This design comes from an exercise in tuning for small area and a short achievable clock period on the open sky130 flow, not from production work.

==> inputs of run D <==
==> flow/design.v (excerpt) <==
module IEEE754_Mult
(
	input clock,
	input resetn,
	input [31:0] a,
	input [31:0] b,
	output [31:0] y
);
make LEC_CHECK=0 CAP_MARGIN=20 CORE_MARGIN=2 CORE_UTILIZATION=40 SLEW_MARGIN=20 SYNTH_HIERARCHICAL=1 finish   # period 11.0 ns
run.sh (not shown) runs the stock make flow with config.mk's settings and CLKGATE_MAP_FILE= SYNTH_SCRIPT=/design/flow/synth_recipe.tcl, a recipe that flattens the netlist after the stock synthesis.
==> inputs of run Z, as changes to run D <==
SETUP_SLACK_MARGIN = 5   (was not set)
==> impl_metrics.env <==
export IMPL_status="timing/DRC/antenna clean"
export IMPL_final_core_util=0.4499
export IMPL_routed_wl_microns=47820
export IMPL_cts_resized=0
export IMPL_crit_start="ma[22]"
export IMPL_clock_area_frac=0.01771
export IMPL_dr_wl_met2_microns=21390
export IMPL_num_vias=12070
export IMPL_period_minus_slack_ps=6391
export IMPL_fmaxAchievable_mhz=156.5
export IMPL_cp_arrival_ps=6680
export IMPL_n_all_buffers=151
export IMPL_grt_pass1_wl_microns=75290
export IMPL_fill_cells=3654
(the above is from run D)
==> impl_metrics.env <==
export IMPL_cp_arrival_ps=6010
export IMPL_stdcell_area_sq_mm=0.01742
export IMPL_dr_wl_met2_microns=21320
export IMPL_final_core_util=0.4528
export IMPL_area_delta_synth_final_pct=12.21
export IMPL_first_pass_iters=5
export IMPL_routed_wl_microns=47750
export IMPL_fill_cells=3649
export IMPL_crit_path_end_kind="flop"
export IMPL_diodes=0
export IMPL_status="timing/DRC/antenna clean"
export IMPL_n_all_buffers=154
export IMPL_crit_start="ma[14]"
export IMPL_cts_resized=9
export IMPL_grt_pass1_wl_microns=75310
export IMPL_clock_area_frac=0.01760
export IMPL_period_minus_slack_ps=5714
export IMPL_num_vias=12110
export IMPL_min_from="e1[0]"
export IMPL_fmaxAchievable_mhz=175.0
(the above is from run Z)
Function was not checked in any run of this note: the RTL went through the layout flow alone.

========
==> indigo: inputs <==
Another version of the RTL of IEEE754_Mult (not shown whole).
## IEEE754_Mult
module IEEE754_Mult
(
	input clock,
	input resetn,
	input [31:0] a,
	input [31:0] b,
	output [31:0] y
);
==> flow/config.mk <==
export PLATFORM = sky130hd
export DESIGN_NAME = IEEE754_Mult
export DESIGN_NICKNAME = IEEE754_Mult
export VERILOG_FILES = /design/flow/design.v
export SDC_FILE = /design/flow/constraint.sdc
export NUM_CORES = 4
export LEC_CHECK = 0
export CAP_MARGIN = 20
export CORE_MARGIN = 2
export CORE_UTILIZATION = 40
export CTS_BUF_LIST = sky130_fd_sc_hd__clkbuf_8 sky130_fd_sc_hd__clkbuf_16
export SETUP_SLACK_MARGIN = 5
export SLEW_MARGIN = 20
export SYNTH_HIERARCHICAL = 1
==> flow/constraint.sdc <==
create_clock -name core_clock -period 11.0 [get_ports {clock}]
set_input_delay 2.2000 -clock core_clock [delete_from_list [all_inputs] [get_ports {clock}]]
set_output_delay 2.2000 -clock core_clock [all_outputs]
set_load 0.01 [all_outputs]
standard.sh (not shown) runs the stock make flow with config.mk's settings and CLKGATE_MAP_FILE= SYNTH_SCRIPT=/design/flow/synth_recipe.tcl, a recipe that flattens the netlist after the stock synthesis.
==> flow/flow/run.sh <==
#!/bin/bash
set -euo pipefail
bash standard.sh SETUP_SLACK_MARGIN=7 TNS_END_PERCENT=1 "BUFFER_PORTS_ARGS=-buffer_cell sky130_fd_sc_hd__buf_2"  finish > standard.log 2>&1
==> harbor (differences from indigo) <==
--- a/flow/design.v
+++ b/flow/design.v
@@ -672,19 +672,21 @@
 	wire s618, c619;
 	fa us618 (.a(s530), .b(pp214), .c(c529), .s(s618), .co(c619));
 	wire s620, c621;
 	fa us620 (.a(c531), .b(s532), .c(pp215), .s(s620), .co(c621));
 	wire s622 = ~c533;
-	wire [23:0] lo_s = {1'b0, c571, c569, c567, c565, c563, c561, c559, c557, c555, c553, c551, c549, c547, c545, c543, c541, c539, c537, c535, s534, pp3, pp2, bo[0]} + {1'b0, s572, s570, s568, s566, s564, s562, s560, s558, s556, s554, s552, s550, s548, s546, s544, s542, s540, s538, s536, pp28, 1'b0, 1'b0, pp1};
+	wire [12:0] l0_s = {1'b0, c549, c547, c545, c543, c541, c539, c537, c535, s534, pp3, pp2, bo[0]} + {1'b0, s550, s548, s546, s544, s542, s540, s538, s536, pp28, 1'b0, 1'b0, pp1};
+	wire [11:0] l1_s = {1'b0, c571, c569, c567, c565, c563, c561, c559, c557, c555, c553, c551} + {1'b0, s572, s570, s568, s566, s564, s562, s560, s558, s556, s554, s552};
+	wire l1_ones = &({c571, c569, c567, c565, c563, c561, c559, c557, c555, c553, c551} ^ {s572, s570, s568, s566, s564, s562, s560, s558, s556, s554, s552});
 	wire [6:0] b0_s = {1'b0, c583, c581, c579, c577, c575, c573} + {1'b0, s584, s582, s580, s578, s576, s574};
 	wire [6:0] b1_s = {1'b0, c595, c593, c591, c589, c587, c585} + {1'b0, s596, s594, s592, s590, s588, s586};
 	wire [6:0] b2_s = {1'b0, c607, c605, c603, c601, c599, c597} + {1'b0, s608, s606, s604, s602, s600, s598};
 	wire [6:0] b3_s = {1'b0, c619, c617, c615, c613, c611, c609} + {1'b0, s620, s618, s616, s614, s612, s610};
 	wire [1:0] b4_s = {1'b0, c621} + {1'b0, s622};
 	reg        z2, s2;
 	reg [7:0]  e2;
-	reg c23;
+	reg lg0, lg1, lp1;
 	reg [5:0] bs0;
 	reg bg0;
 	reg bp0;
 	reg [5:0] bs1;
 	reg bg1;
@@ -698,11 +700,13 @@
 	reg [0:0] bs4;
 	always @(posedge clock) begin
 		z2 <= !resetn || z1;
 		s2 <= s1;
 		e2 <= e1;
-		c23 <= lo_s[23];
+		lg0 <= l0_s[12];
+		lg1 <= l1_s[11];
+		lp1 <= l1_ones;
 		bs0 <= b0_s[5:0];
 		bg0 <= b0_s[6];
 		bp0 <= &({c583, c581, c579, c577, c575, c573} ^ {s584, s582, s580, s578, s576, s574});
 		bs1 <= b1_s[5:0];
 		bg1 <= b1_s[6];
@@ -713,52 +717,45 @@
 		bs3 <= b3_s[5:0];
 		bg3 <= b3_s[6];
 		bp3 <= &({c619, c617, c615, c613, c611, c609} ^ {s620, s618, s616, s614, s612, s610});
 		bs4 <= b4_s[0:0];
 	end
-	wire cb0 = c23;
-	wire [5:0] bi0 = bs0 + 6'd1;
-	wire r0_0 = cb0 ? bi0[0] : bs0[0];
-	wire r0_1 = cb0 ? bi0[1] : bs0[1];
-	wire r0_2 = cb0 ? bi0[2] : bs0[2];
-	wire r0_3 = cb0 ? bi0[3] : bs0[3];
-	wire r0_4 = cb0 ? bi0[4] : bs0[4];
-	wire r0_5 = cb0 ? bi0[5] : bs0[5];
+	wire cb0 = lg1 | (lp1 & lg0);
+	wire r0_0 = bs0[0] ^ cb0;
+	wire r0_1 = bs0[1] ^ (cb0 & (&bs0[0:0]));
+	wire r0_2 = bs0[2] ^ (cb0 & (&bs0[1:0]));
+	wire r0_3 = bs0[3] ^ (cb0 & (&bs0[2:0]));
+	wire r0_4 = bs0[4] ^ (cb0 & (&bs0[3:0]));
+	wire r0_5 = bs0[5] ^ (cb0 & (&bs0[4:0]));
 	wire cb1 = bg0 | (cb0 & bp0);
-	wire [5:0] bi1 = bs1 + 6'd1;
-	wire r1_0 = cb1 ? bi1[0] : bs1[0];
-	wire r1_1 = cb1 ? bi1[1] : bs1[1];
-	wire r1_2 = cb1 ? bi1[2] : bs1[2];
-	wire r1_3 = cb1 ? bi1[3] : bs1[3];
-	wire r1_4 = cb1 ? bi1[4] : bs1[4];
-	wire r1_5 = cb1 ? bi1[5] : bs1[5];
+	wire r1_0 = bs1[0] ^ cb1;
+	wire r1_1 = bs1[1] ^ (cb1 & (&bs1[0:0]));
+	wire r1_2 = bs1[2] ^ (cb1 & (&bs1[1:0]));
+	wire r1_3 = bs1[3] ^ (cb1 & (&bs1[2:0]));
+	wire r1_4 = bs1[4] ^ (cb1 & (&bs1[3:0]));
+	wire r1_5 = bs1[5] ^ (cb1 & (&bs1[4:0]));
 	wire cb2 = bg1 | (cb1 & bp1);
-	wire [5:0] bi2 = bs2 + 6'd1;
-	wire r2_0 = cb2 ? bi2[0] : bs2[0];
-	wire r2_1 = cb2 ? bi2[1] : bs2[1];
-	wire r2_2 = cb2 ? bi2[2] : bs2[2];
-	wire r2_3 = cb2 ? bi2[3] : bs2[3];
-	wire r2_4 = cb2 ? bi2[4] : bs2[4];
-	wire r2_5 = cb2 ? bi2[5] : bs2[5];
+	wire r2_0 = bs2[0] ^ cb2;
+	wire r2_1 = bs2[1] ^ (cb2 & (&bs2[0:0]));
+	wire r2_2 = bs2[2] ^ (cb2 & (&bs2[1:0]));
+	wire r2_3 = bs2[3] ^ (cb2 & (&bs2[2:0]));
+	wire r2_4 = bs2[4] ^ (cb2 & (&bs2[3:0]));
+	wire r2_5 = bs2[5] ^ (cb2 & (&bs2[4:0]));
 	wire cb3 = bg2 | (cb2 & bp2);
-	wire [5:0] bi3 = bs3 + 6'd1;
-	wire r3_0 = cb3 ? bi3[0] : bs3[0];
-	wire r3_1 = cb3 ? bi3[1] : bs3[1];
-	wire r3_2 = cb3 ? bi3[2] : bs3[2];
-	wire r3_3 = cb3 ? bi3[3] : bs3[3];
-	wire r3_4 = cb3 ? bi3[4] : bs3[4];
-	wire r3_5 = cb3 ? bi3[5] : bs3[5];
+	wire r3_0 = bs3[0] ^ cb3;
+	wire r3_1 = bs3[1] ^ (cb3 & (&bs3[0:0]));
+	wire r3_2 = bs3[2] ^ (cb3 & (&bs3[1:0]));
+	wire r3_3 = bs3[3] ^ (cb3 & (&bs3[2:0]));
+	wire r3_4 = bs3[4] ^ (cb3 & (&bs3[3:0]));
+	wire r3_5 = bs3[5] ^ (cb3 & (&bs3[4:0]));
 	wire cb4 = bg3 | (cb3 & bp3);
-	wire [0:0] bi4 = bs4 + 1'd1;
-	wire r4_0 = cb4 ? bi4[0] : bs4[0];
+	wire r4_0 = bs4[0] ^ cb4;
 	wire [24:0] m2 = {r4_0, r3_5, r3_4, r3_3, r3_2, r3_1, r3_0, r2_5, r2_4, r2_3, r2_2, r2_1, r2_0, r1_5, r1_4, r1_3, r1_2, r1_1, r1_0, r0_5, r0_4, r0_3, r0_2, r0_1, r0_0};
 	wire [7:0]  e2p1 = e2 + 8'd1;
-	wire        sh = m2[24] & ~z2;
-	wire        nsh = ~m2[24] & ~z2;
-	wire [7:0]  ey = ({8{sh}} & e2p1) | ({8{nsh}} & e2);
-	wire [22:0] my = ({23{sh}} & m2[23:1]) | ({23{nsh}} & m2[22:0]);
-	assign y = {s2 & ~z2, ey, my};
+	wire [7:0]  ey = m2[24] ? e2p1 : e2;
+	wire [22:0] my = m2[24] ? m2[23:1] : m2[22:0];
+	assign y = z2 ? 32'h00000000 : {s2, ey, my};
 endmodule
 module fa (input a, input b, input c, output s, output co);
 	assign s = a ^ b ^ c;
 	assign co = (a & b) | (a & c) | (b & c);
 endmodule
==> flow/flow/run.sh (replaced) <==
#!/bin/bash
set -euo pipefail
bash standard.sh SETUP_SLACK_MARGIN=7 TNS_END_PERCENT=1 "BUFFER_PORTS_ARGS=-buffer_cell sky130_fd_sc_hd__buf_2" finish > standard.log 2>&1
--- a/flow/config.mk
+++ b/flow/config.mk
@@ -6,9 +6,9 @@
 export NUM_CORES = 4
 export LEC_CHECK = 0
 export CAP_MARGIN = 20
 export CORE_MARGIN = 2
 export CORE_UTILIZATION = 40
-export CTS_BUF_LIST = sky130_fd_sc_hd__clkbuf_8 sky130_fd_sc_hd__clkbuf_16
+export CTS_BUF_LIST = sky130_fd_sc_hd__clkbuf_4 sky130_fd_sc_hd__clkbuf_8
 export SETUP_SLACK_MARGIN = 5
 export SLEW_MARGIN = 20
 export SYNTH_HIERARCHICAL = 1
==> summary.md <==
| Metric | Value |
|---|---|
| Reg-to-Reg Start | `t3[7]` |
| Top cells by count, synth | `228 x xnor2_1, 184 x clkbuf_1, 176 x a221oi_1, 168 x a22o_1, 166 x fa_1` |
| Status | `timing/DRC/antenna clean` |
| Tcrit/Tclk final | `between 40% and 50%` |
| Placed Area | `0.0183 mm2` |
| Post-Route Utilization | `44.8%` |
| Initial core utilization | `between 40% and 50%` |
| # clock sinks | `about 140` |
| Simple-Gate Fraction of Synth Area | `under 10%` |
| Logic inverters | `116` |
Source of the figures above: harbor

==> summary.md <==
| Metric | Value |
|---|---|
| Tcrit/Tclk final | `41.4%` |
| Placed Area | `between 0.015 and 0.02 mm2` |
| Initial core utilization | `40.3%` |
| Synth top area share | `19.8%` |
| Die X | `roughly 210 um` |
| Simple-Gate Fraction of Synth Area | `6.95%` |
| # clock sinks | `141` |
| Largest registers | `t3: 25 flops, ma: 23 flops` |
| Top reg by flops | `t3` |
| Status | `timing/DRC/antenna clean` |
| Reg-to-Reg Start | `two[0]` |
Source of the figures above: indigo

Function was not checked in any run of this note: the RTL went through the layout flow alone.

========
==> trial 15 <==
IEEE754_Mult, a different RTL version from the one above (not shown whole).
Settings: LEC_CHECK=0, CAP_MARGIN=20, CORE_MARGIN=2, CORE_UTILIZATION=40, SETUP_SLACK_MARGIN=5, SLEW_MARGIN=20, SYNTH_HIERARCHICAL=1; clock period 11.0 ns.
==> flow/flow/run.sh <==
#!/bin/bash
set -euo pipefail
bash standard.sh SETUP_SLACK_MARGIN=7 finish > standard.log 2>&1
==> inputs of trial 27, as changes to trial 15 <==
==> flow/flow/run.sh (replaced) <==
#!/bin/bash
set -euo pipefail
bash standard.sh SETUP_SLACK_MARGIN=8 TNS_END_PERCENT=1 finish > standard.log 2>&1
==> inputs of trial 19, as changes to trial 15 <==
==> flow/run.sh (new file) <==
#!/bin/bash
# synth_recipe.tcl (not shown) runs the flow's synth.tcl, then flattens the netlist and writes it again
# the make line also repeats each setting of config.mk as NAME=value (left out here)
make -C /OpenROAD-flow-scripts/flow DESIGN_CONFIG=/design/flow/config.mk WORK_HOME=/design/flow/orfs CLKGATE_MAP_FILE= SYNTH_SCRIPT=/design/flow/synth_recipe.tcl finish
removed: flow/flow/run.sh
removed: flow/standard.sh
==> comparison <==
Trial 15 finished clean. Trial 19 passed the timing, design-rule and antenna checks. Trial 27 produced a clean layout.
Against trial 27, the final area of trial 19 is lower by 2.2%.
The highest worst setup slack belongs to trial 15, the lowest to trial 19.
Area after synthesis is the same in trial 27 and trial 15.
Of trial 19 and trial 15, trial 15 has the higher wire length (gap about 20%, measured against trial 15).
In die area, trial 15 and trial 27 do not differ.
The highest maximum frequency belongs to trial 15, the lowest to trial 19.
==> figures <==
Status: trial 27 timing/DRC/antenna clean; trial 19 timing/DRC/antenna clean; trial 15 timing/DRC/antenna clean
Worst-case clock skew: trial 27 0.0171 ns; trial 19 0.0242 ns; trial 15 0.0128 ns
Standard cell with the maximum stage delay on the critical path: trial 27 sky130_fd_sc_hd__or3_4; trial 19 sky130_fd_sc_hd__clkdlybuf4s50_1; trial 15 sky130_fd_sc_hd__a2111oi_4
Fraction of the cycle the final worst path needs: trial 27 46.1%; trial 19 52.2%; trial 15 46.0%
Startpoint of the most critical register-to-register path: trial 27 ma[16]; trial 19 one[5]; trial 15 ma[17]
Detailed-route via count: trial 27 12,561; trial 19 12,293; trial 15 13,494
Layout overhead on the synthesized area: trial 27 13.4%; trial 19 10.9%; trial 15 33.2%
Post-Place Setup Slack: trial 27 5.31 ns; trial 19 5.37 ns; trial 15 5.58 ns
DP Cell Count: trial 27 2,077; trial 19 2,077; trial 15 2,075
Largest driver fanout on the critical path: trial 27 9; trial 19 27; trial 15 6
R2R setup slack: trial 27 6.05 ns; trial 19 5.61 ns; trial 15 6.35 ns
Final core occ: trial 27 46.0%; trial 19 45.0%; trial 15 54.0%
Area taken by flip-flops and latches: trial 27 0.00224 sq mm; trial 19 0.00220 sq mm; trial 15 0.00233 sq mm
Layout multi-input combinational cell count: trial 27 1,221; trial 19 1,219; trial 15 1,220
Function was not checked in any run of this note: the RTL went through the layout flow alone.

[separate check: timing with driven ports]
In the flow no input, the clock included, has a driving cell. The finished layouts below were timed again as built, in two steps. Step 1, drivers: a clkbuf_16 drives clock and a buf_2 each remaining input, both assumed. Step 2 moves the port delays by t, midway between the first and last clock arrival at a register: inputs arrive t later, outputs are due t later. That takes back most of the time a late clock gives input paths. a / b / c = ideal / step 1 / step 2; a / b = the first two.
run	t, ns	setup WS [ns]	latest minus earliest clock arrival (ns)
run D	0.411	4.609 / 4.609 / 4.609	0.025 / 0.026
run Z	0.413	5.286 / 5.286 / 5.286	0.024 / 0.024
indigo	0.485	6.449 / 6.398 / 6.533	0.022 / 0.022
harbor	0.522	6.302 / 6.260 / 6.396	0.017 / 0.017
trial 15	0.421	5.945 / 5.894 / 6.316	0.013 / 0.013
trial 27	0.422	5.928 / 5.875 / 6.051	0.018 / 0.017
trial 19	0.413	5.257 / 5.206 / 5.608	0.025 / 0.025
After both steps setup and hold are still met in every run listed.
